What follows belongs to an exercise in optimizing a design on an open flow for small area, a short achievable clock period and few clock cycles; a production flow would make more cautious choices. At most, simulation tests tie the RTL to the original design; equivalence was not proved. Power is estimated from default activity; no workload was simulated.

==> flow/design.v <==
module pcounter(
    input            clk,
    input            clr,
    input            cp,
    output reg [3:0] pc
    );
    always @(posedge clk)
        if (clr)
            pc <= 4'd1;
        else
            pc <= pc + 4'd1;
endmodule
module ram(
    input            clk,
    input            we,
    input      [3:0] wa,
    input      [7:0] wd,
    input      [3:0] ia,
    output     [7:0] id,
    input      [3:0] oa,
    output     [7:0] od,
    output     [7:0] d0
    );
    reg [7:0] mem [0:15];
    always @(posedge clk)
        if (we)
            mem[wa] <= wd;
    assign id = mem[ia];
    assign od = mem[oa];
    assign d0 = mem[0];
endmodule
module controller(
    input  [3:0] op,
    output       lda,
    output       add,
    output       sub,
    output       out,
    output       hlt
    );
    assign lda = (op == 4'h0);
    assign add = (op == 4'h1);
    assign sub = (op == 4'h2);
    assign out = (op == 4'he);
    assign hlt = (op == 4'hf);
endmodule
module sap1(
    input        clk,
    input        clr,
    input        prog_we,
    input  [3:0] prog_addr,
    input  [7:0] prog_data,
    output [7:0] OUT,
    output       out_valid,
    output       halted,
    output [7:0] ACC
    );
    reg  [7:0] f_ir;      
    reg        e_alu, e_lda, e_sub, e_out, e_hlt;   
    reg  [7:0] opnd;      
    reg  [7:0] a_reg;
    reg        hlt_r;
    reg        ov_r;
    wire [3:0] pc;
    wire [7:0] inst_data;
    wire [7:0] opnd_data;
    wire [7:0] mem0;
    wire       lda, add, sub, out, hlt;
    ram ram (
        .clk(clk),
        .we(prog_we),
        .wa(prog_addr),
        .wd(prog_data),
        .ia(pc),
        .id(inst_data),
        .oa(f_ir[3:0]),
        .od(opnd_data),
        .d0(mem0)
    );
    controller controller (
        .op(f_ir[7:4]),
        .lda(lda),
        .add(add),
        .sub(sub),
        .out(out),
        .hlt(hlt)
    );
    wire run = !hlt_r;
    pcounter program_counter (
        .clk(clk),
        .clr(load0),
        .cp(run),
        .pc(pc)
    );
    reg stale0;
    always @(posedge clk)
        stale0 <= clr && prog_we && (prog_addr == 4'd0);
    wire load0 = clr || stale0;
    always @(posedge clk)
        if (load0)
            f_ir <= mem0;
        else
            f_ir <= inst_data;
    always @(posedge clk)
        begin
            e_alu <= !load0 && (lda || add || sub);
            e_lda <= lda;
            e_sub <= sub;
            e_out <= !load0 && out;
            e_hlt <= !load0 && hlt;
            opnd  <= sub ? ~opnd_data : opnd_data;
        end
    wire [7:0] a_sum = e_lda ? opnd : a_reg + opnd + {7'd0, e_sub};
    always @(posedge clk)
        if (clr)
            a_reg <= 8'd0;
        else if (run && e_alu)
            a_reg <= a_sum;
    wire hlt_next = e_hlt || (hlt && !e_out && !stale0);
    always @(posedge clk)
        if (clr)
            hlt_r <= 1'b0;
        else if (run && hlt_next)
            hlt_r <= 1'b1;
    always @(posedge clk)
        if (clr)
            ov_r <= 1'b0;
        else
            ov_r <= run && e_out;
    assign OUT = a_reg;
    assign ACC = a_reg;
    assign out_valid = ov_r;
    assign halted = hlt_r;
endmodule
clock: 4.0 ns
lec_check: 0
cap_margin: 20
core_margin: 2
core_utilization: 60
cts_buf_list: sky130_fd_sc_hd__clkbuf_8
cts_cluster_size: 40
setup_slack_margin: 2.0
slew_margin: 20
synth_hierarchical: 1
standard.sh (not shown) runs the stock make flow with config.mk's settings and CLKGATE_MAP_FILE= SYNTH_SCRIPT=/design/flow/synth_recipe.tcl, a recipe that flattens the netlist after the stock synthesis.
==> flow/flow/run.sh <==
#!/bin/bash
# Standard layout, with the port buffers made of plain buffers and cell
# sizing free to change a cell's footprint.
set -euo pipefail
bash standard.sh MATCH_CELL_FOOTPRINT=0 \
    "BUFFER_PORTS_ARGS=-buffer_cell sky130_fd_sc_hd__buf_2" \
    finish > standard.log 2>&1
Testbench counts at the start, summed over its fixed seeds: cycles 7,923.
==> next run, changes <==
--- a/flow/design.v
+++ b/flow/design.v
@@ -22,15 +22,43 @@
     output     [7:0] d0
     );
     reg [7:0] mem [0:15];
     always @(posedge clk)
         if (we)
             mem[wa] <= wd;
-    assign id = mem[ia];
-    assign od = mem[oa];
+    wire [127:0] rows;
+    genvar g;
+    generate
+        for (g = 0; g < 16; g = g + 1) begin : row
+            assign rows[8*g +: 8] = mem[g];
+        end
+    endgenerate
+    wire [15:0] isel, osel;
+    dec16 idec (.a(ia), .y(isel));
+    dec16 odec (.a(oa), .y(osel));
+    sel16 iport (.s(isel), .d(rows), .y(id));
+    sel16 oport (.s(osel), .d(rows), .y(od));
     assign d0 = mem[0];
+endmodule
+module dec16(
+    input      [3:0]  a,
+    output     [15:0] y
+    );
+    assign y = 16'd1 << a;
+endmodule
+module sel16(
+    input      [15:0]  s,
+    input      [127:0] d,
+    output reg [7:0]   y
+    );
+    integer i;
+    always @* begin
+        y = 8'd0;
+        for (i = 0; i < 16; i = i + 1)
+            y = y | (d[8*i +: 8] & {8{s[i]}});
+    end
 endmodule
 module controller(
     input  [3:0] op,
     output       lda,
     output       add,
     output       sub,
Outcome: Clock skew shrinks by 0.0096 ns. Wire length is higher by about a fifth. Global-route usage is higher by 5.5 points. Sequential cell count does not change. Total power increases by a few percent. Core utilization grows by 0.95 points. Cell area came out higher slightly. Sequential power climbs by a few percent. Hold slack degrades by 0.020 ns.
Function not checked in the second run of this note: the RTL went through the layout flow alone.

[port drivers added, routing unchanged]
The flow's constraints put no driver on any port. The routed layouts listed below were extracted and timed again, unchanged, in two steps. Step 1: set_driving_cell puts a clkbuf_16 on clk and a buf_2 on each other input, an assumption about the parent block. Step 2 adds t to the input delays and takes it off the output delays; t is the mean of the earliest and latest rising clock arrival at the registers after step 1. Input paths then give back, and output paths get back, about the clock's delay inside the block. Slacks: ideal ports / drivers / drivers and shift; pairs: ideal ports / drivers.
run	t (ns)	setup WS [ns]	worst setup path after step 2
the first run	0.486	1.949 / 1.964 / 1.477	input to register
the second run	0.491	1.959 / 1.959 / 1.598	input to register
After both steps every run listed still meets setup and hold. The setup slack of the first run, which loses most, moves by +0.015 ns with the drivers and by -0.472 ns with both steps.
